This design comes from an exercise in tuning for small area, a short achievable clock period and few clock cycles per item on the open sky130 flow, not from production work. Where RTL was checked, it was by simulation tests only, not by an equivalence proof against the original.

==> module reciprocal_float, before the edit <==
module reciprocal_float(
    input clk, rst,
    input start,
    input [31:0] x,
    output [31:0] out,
    output done, zero_flag
);
    localparam NC = 23;          
    localparam W = 29;           
    reg busy, done_r, first_r;
    reg [4:0] cnt;
    reg [22:0] xm_r;             
    reg [W-1:0] r;
    reg s_r, zf_r, mz_r, p24_r;
    wire [22:0] clr;
    genvar k;
    generate
        for (k = 0; k < 23; k = k + 1) begin : dec
            assign clr[k] = (cnt == k);
        end
    endgenerate
    wire first = first_r;
    wire [W-1:0] xm0 = {{(W-25){1'b0}}, 1'b1, xm_r, 1'b0};
    wire p0 = ~r[W-1];
    wire [W-1:1] b0 = xm0[W-1:1] ^ {(W-1){p0}};
    wire [W-1:1] t0;
    pfx_add #(.W(W-1)) ad0 (.a(r[W-1:1]), .b(b0), .cin(p0 | first), .s(t0));
    wire [W-1:0] rn = {t0[W-2:1], r[0], p0};
    wire mz = ~(|x[22:0]);
    wire last = (cnt == NC - 1);
    wire [7:0] ex = ~x[30:23] - 8'd2 + {7'd0, mz_r};
    always @(posedge clk or posedge rst) begin
        if (rst) begin
            busy <= 1'b0;
            done_r <= 1'b0;
        end else begin
            done_r <= busy && last;
            if (!busy)
                busy <= start;
            else if (last)
                busy <= 1'b0;
        end
    end
    always @(posedge clk) begin
        first_r <= ~busy;
        cnt <= busy ? cnt + 5'd1 : 5'd0;
        if (!busy)
            r <= ~{{(W-25){1'b0}}, x[22:0], 2'b00};
        else if (first && mz_r)
            r <= {{(W-25){1'b1}}, 23'd0, 2'b11};
        else if (last)
            r <= {ex, rn[20:0]};
        else
            r <= rn;
        xm_r <= busy ? xm_r & ~clr : x[22:0];
        p24_r <= ~t0[W-1];
        s_r <= x[31];
        mz_r <= mz;
        zf_r <= mz & ~(|x[30:23]);
    end
    assign done = done_r;
    assign zero_flag = zf_r;
    assign out = {s_r, r[28:21], r[20:0], p24_r, 1'b1};
endmodule
clock: 11.0 ns
lec_check: 0
cap_margin: 20
core_margin: 2
core_utilization: 40
slew_margin: 20
synth_hierarchical: 1
synth_minimum_keep_size: 0
standard.sh (not shown) runs the stock make flow with config.mk's settings and CLKGATE_MAP_FILE= SYNTH_SCRIPT=/design/flow/synth_recipe.tcl, a recipe that flattens the netlist after the stock synthesis.
==> flow/flow/run.sh <==
#!/bin/bash
# The standard layout (standard.sh, unchanged synthesis), with repair_timing
# aiming below the clock period and smaller port buffers.
set -euo pipefail
bash standard.sh SETUP_SLACK_MARGIN=7.8 'BUFFER_PORTS_ARGS=-buffer_cell sky130_fd_sc_hd__buf_1' finish > standard_flow.log 2>&1
Testbench counts at the start, summed over its fixed seeds: cycles 40,000, items 1,600.
Then changed:
--- a/flow/design.v
+++ b/flow/design.v
@@ -392,13 +392,13 @@
     reg [4:0] cnt;
     reg [22:0] xm_r;             
     reg [W-1:0] r;
     reg s_r, zf_r, mz_r, p24_r;
-    wire [22:0] clr;
+    wire [22:0] keep;
     genvar k;
     generate
         for (k = 0; k < 23; k = k + 1) begin : dec
-            assign clr[k] = (cnt == k);
+            assign keep[k] = ~busy | (cnt < k);
         end
     endgenerate
     wire first = first_r;
     wire [W-1:0] xm0 = {{(W-25){1'b0}}, 1'b1, xm_r, 1'b0};
@@ -432,9 +432,9 @@
         else if (last)
             r <= {ex, rn[20:0]};
         else
             r <= rn;
-        xm_r <= busy ? xm_r & ~clr : x[22:0];
+        xm_r <= x[22:0] & keep;
         p24_r <= ~t0[W-1];
         s_r <= x[31];
         mz_r <= mz;
         zf_r <= mz & ~(|x[30:23]);
- The new run ran to the end with no violations
- core utilization came out higher by 0.56 points
- clock skew barely changes
- sequential share of layout area came out higher by 1.1 points
- final area came out lower by 4.0%
Testbench counts after the change, summed over its fixed seeds: cycles 40,000, items 1,600.

---

reciprocal_float, a different RTL version from the one above (not shown whole).
For scale: roughly 710 cells after synthesis, ~69 I/O pins, ~0.0061 mm^2 of cells after synthesis.
==> module reciprocal_float, before the edit <==
module reciprocal_float(
    input clk, rst,
    input start,
    input [31:0] x,
    output [31:0] out,
    output done, zero_flag
);
    localparam NC = 11;          
    localparam W = 29;           
    reg busy, done_r;
    reg [3:0] cnt;
    reg [22:0] xm_r;             
    reg [22:0] m_r;
    reg [W-1:0] r;
    reg s_r, zf_r, p24_r;
    reg [7:0] e_r;
    wire [22:0] clr_a, clr_b;    
    genvar k;
    generate
        for (k = 0; k < 23; k = k + 1) begin : dec
            if (k % 2 == 1) begin
                assign clr_a[k] = (cnt == (k - 1) / 2);
                assign clr_b[k] = 1'b0;
            end else begin
                assign clr_a[k] = 1'b0;
                assign clr_b[k] = (k >= 2) && (cnt == (k - 2) / 2);
            end
        end
    endgenerate
    wire [W-1:0] xm0 = {{(W-25){1'b0}}, 1'b1, xm_r, 1'b0};
    wire [W-1:0] xm1 = {{(W-25){1'b0}}, 1'b1, xm_r & ~clr_a, 1'b0};
    wire p0 = ~r[W-1];
    wire [W-1:0] t0;
    pfx_add #(.W(W)) ad0 (.a(r), .b(xm0 ^ {W{p0}}), .cin(p0), .s(t0));
    wire [W-1:0] r1 = {t0[W-2:0], p0};
    wire p1 = ~r1[W-1];
    wire [W-1:0] t1;
    pfx_add #(.W(W)) ad1 (.a(r1), .b(xm1 ^ {W{p1}}), .cin(p1), .s(t1));
    wire [W-1:0] r2 = {t1[W-2:0], p1};
    wire [23:0] y2 = 24'h800000 - {1'b0, x[22:0]};
    always @(posedge clk or posedge rst) begin
        if (rst) begin
            busy <= 1'b0;
            done_r <= 1'b0;
        end else begin
            done_r <= busy && (cnt == NC - 1);
            if (!busy)
                busy <= start;
            else if (cnt == NC - 1)
                busy <= 1'b0;
        end
    end
    always @(posedge clk) begin
        cnt <= busy ? cnt + 4'd1 : 4'd0;
        r <= busy ? r2 : {{(W-26){y2[23]}}, y2, 2'b00};
        xm_r <= busy ? xm_r & ~clr_a & ~clr_b : {x[22:1], 1'b0};
        p24_r <= ~t1[W-1];
        m_r <= x[22:0];
        s_r <= x[31];
        zf_r <= ~(|x[30:0]);
        e_r <= ~x[30:23] - 8'd2 + {7'd0, ~(|m_r)};
    end
    assign done = done_r;
    assign zero_flag = zf_r;
    assign out = {s_r, e_r, r[20:0], p24_r, 1'b1};
endmodule
==> flow/config.mk <==
export PLATFORM = sky130hd
export DESIGN_NAME = reciprocal_float
export DESIGN_NICKNAME = reciprocal_float
export VERILOG_FILES = /design/flow/design.v
export SDC_FILE = /design/flow/constraint.sdc
export NUM_CORES = 4
export LEC_CHECK = 0
export CAP_MARGIN = 20
export CORE_MARGIN = 2
export CORE_UTILIZATION = 40
export SLEW_MARGIN = 20
==> flow/constraint.sdc <==
create_clock -name core_clock -period 11.0 [get_ports {clk}]
set_input_delay 2.2000 -clock core_clock [delete_from_list [all_inputs] [get_ports {clk}]]
set_output_delay 2.2000 -clock core_clock [all_outputs]
set_load 0.01 [all_outputs]
run.sh (not shown) runs the stock make flow with config.mk's settings and CLKGATE_MAP_FILE= SYNTH_SCRIPT=/design/flow/synth_recipe.tcl, a recipe that flattens the netlist after the stock synthesis.
Stock flow here: none of the scripts above is used.
The first run finished clean.
Rerun with:
--- a/flow/design.v
+++ b/flow/design.v
@@ -384,42 +384,39 @@
     input start,
     input [31:0] x,
     output [31:0] out,
     output done, zero_flag
 );
+    localparam K = 2;            
     localparam NC = 11;          
-    localparam W = 29;           
+    localparam W = 30;           
     reg busy, done_r;
     reg [3:0] cnt;
-    reg [22:0] xm_r;             
     reg [22:0] m_r;
     reg [W-1:0] r;
     reg s_r, zf_r, p24_r;
     reg [7:0] e_r;
-    wire [22:0] clr_a, clr_b;    
-    genvar k;
+    wire [24:0] X = {1'b1, m_r, 1'b0};
+    wire [W-1:0] rr [0:K];
+    assign rr[0] = r;
+    genvar g, j;
     generate
-        for (k = 0; k < 23; k = k + 1) begin : dec
-            if (k % 2 == 1) begin
-                assign clr_a[k] = (cnt == (k - 1) / 2);
-                assign clr_b[k] = 1'b0;
-            end else begin
-                assign clr_a[k] = 1'b0;
-                assign clr_b[k] = (k >= 2) && (cnt == (k - 2) / 2);
+        for (g = 0; g < K; g = g + 1) begin : st
+            wire [4:0] it = 5'd2 + cnt * K + g;
+            wire [W-1:0] xm;
+            for (j = 0; j < W; j = j + 1) begin : msk
+                if (j < 25)
+                    assign xm[j] = X[j] & (j >= it);
+                else
+                    assign xm[j] = 1'b0;
             end
+            wire p = ~rr[g][W-1];
+            wire [W-1:0] t;
+            pfx_add #(.W(W)) ad (.a(rr[g]), .b(xm ^ {W{p}}), .cin(p), .s(t));
+            assign rr[g+1] = {t[W-2:0], p};
         end
     endgenerate
-    wire [W-1:0] xm0 = {{(W-25){1'b0}}, 1'b1, xm_r, 1'b0};
-    wire [W-1:0] xm1 = {{(W-25){1'b0}}, 1'b1, xm_r & ~clr_a, 1'b0};
-    wire p0 = ~r[W-1];
-    wire [W-1:0] t0;
-    pfx_add #(.W(W)) ad0 (.a(r), .b(xm0 ^ {W{p0}}), .cin(p0), .s(t0));
-    wire [W-1:0] r1 = {t0[W-2:0], p0};
-    wire p1 = ~r1[W-1];
-    wire [W-1:0] t1;
-    pfx_add #(.W(W)) ad1 (.a(r1), .b(xm1 ^ {W{p1}}), .cin(p1), .s(t1));
-    wire [W-1:0] r2 = {t1[W-2:0], p1};
     wire [23:0] y2 = 24'h800000 - {1'b0, x[22:0]};
     always @(posedge clk or posedge rst) begin
         if (rst) begin
             busy <= 1'b0;
             done_r <= 1'b0;
@@ -431,13 +428,12 @@
                 busy <= 1'b0;
         end
     end
     always @(posedge clk) begin
         cnt <= busy ? cnt + 4'd1 : 4'd0;
-        r <= busy ? r2 : {{(W-26){y2[23]}}, y2, 2'b00};
-        xm_r <= busy ? xm_r & ~clr_a & ~clr_b : {x[22:1], 1'b0};
-        p24_r <= ~t1[W-1];
+        r <= busy ? rr[K] : {{(W-26){y2[23]}}, y2, 2'b00};
+        p24_r <= ~rr[K][W-1];
         m_r <= x[22:0];
         s_r <= x[31];
         zf_r <= ~(|x[30:0]);
         e_r <= ~x[30:23] - 8'd2 + {7'd0, ~(|m_r)};
     end
The new run finished clean.
Wire length increases by 3.6%.
Setup slack is worse by 1.3 ns.
Non-clock buffer count fell by 3.
Maximum frequency fell by 17%.
Global-route usage grows by 1.1 points.
Final area falls by 2.7%.
No run of this note included a check of the RTL's function; only the layout flow was run.

-- port drivers added, routing unchanged --
In the flow no input, the clock included, has a driving cell. The finished layouts below were timed again as built, in two steps.
Step 1: set_driving_cell puts a clkbuf_16 on clk and a buf_2 on each other input, an assumption about the parent block.
Step 2 adds t to the input delays and takes it off the output delays; t is the mean of the earliest and latest rising clock arrival at the registers after step 1. Input paths then give back, and output paths get back, about the clock's delay inside the block.
a / b / c = ideal / step 1 / step 2; a / b = the first two.
| run | t, ns | slack for setup (ns) | hold slack, ns | slew at the worst register clock pin (ns) |
|---|---|---|---|---|
| the first run of note 1 | 0.372 | 7.833 / 7.800 / 7.590 | 0.454 / 0.454 / 0.454 | 0.08 / 0.08 |
| the second run of note 1 | 0.369 | 7.855 / 7.824 / 7.619 | 0.429 / 0.429 / 0.429 | 0.07 / 0.07 |
| the first run of note 2 | 0.389 | 4.846 / 4.846 / 4.846 | 0.503 / 0.503 / 0.503 | 0.07 / 0.07 |
| the second run of note 2 | 0.381 | 3.569 / 3.569 / 3.569 | 0.489 / 0.489 / 0.489 | 0.06 / 0.06 |
After both steps setup and hold are still met in every run listed. For the first run of note 1, which loses most, drivers alone change the setup slack by -0.033 ns; drivers and shift together by -0.243 ns.
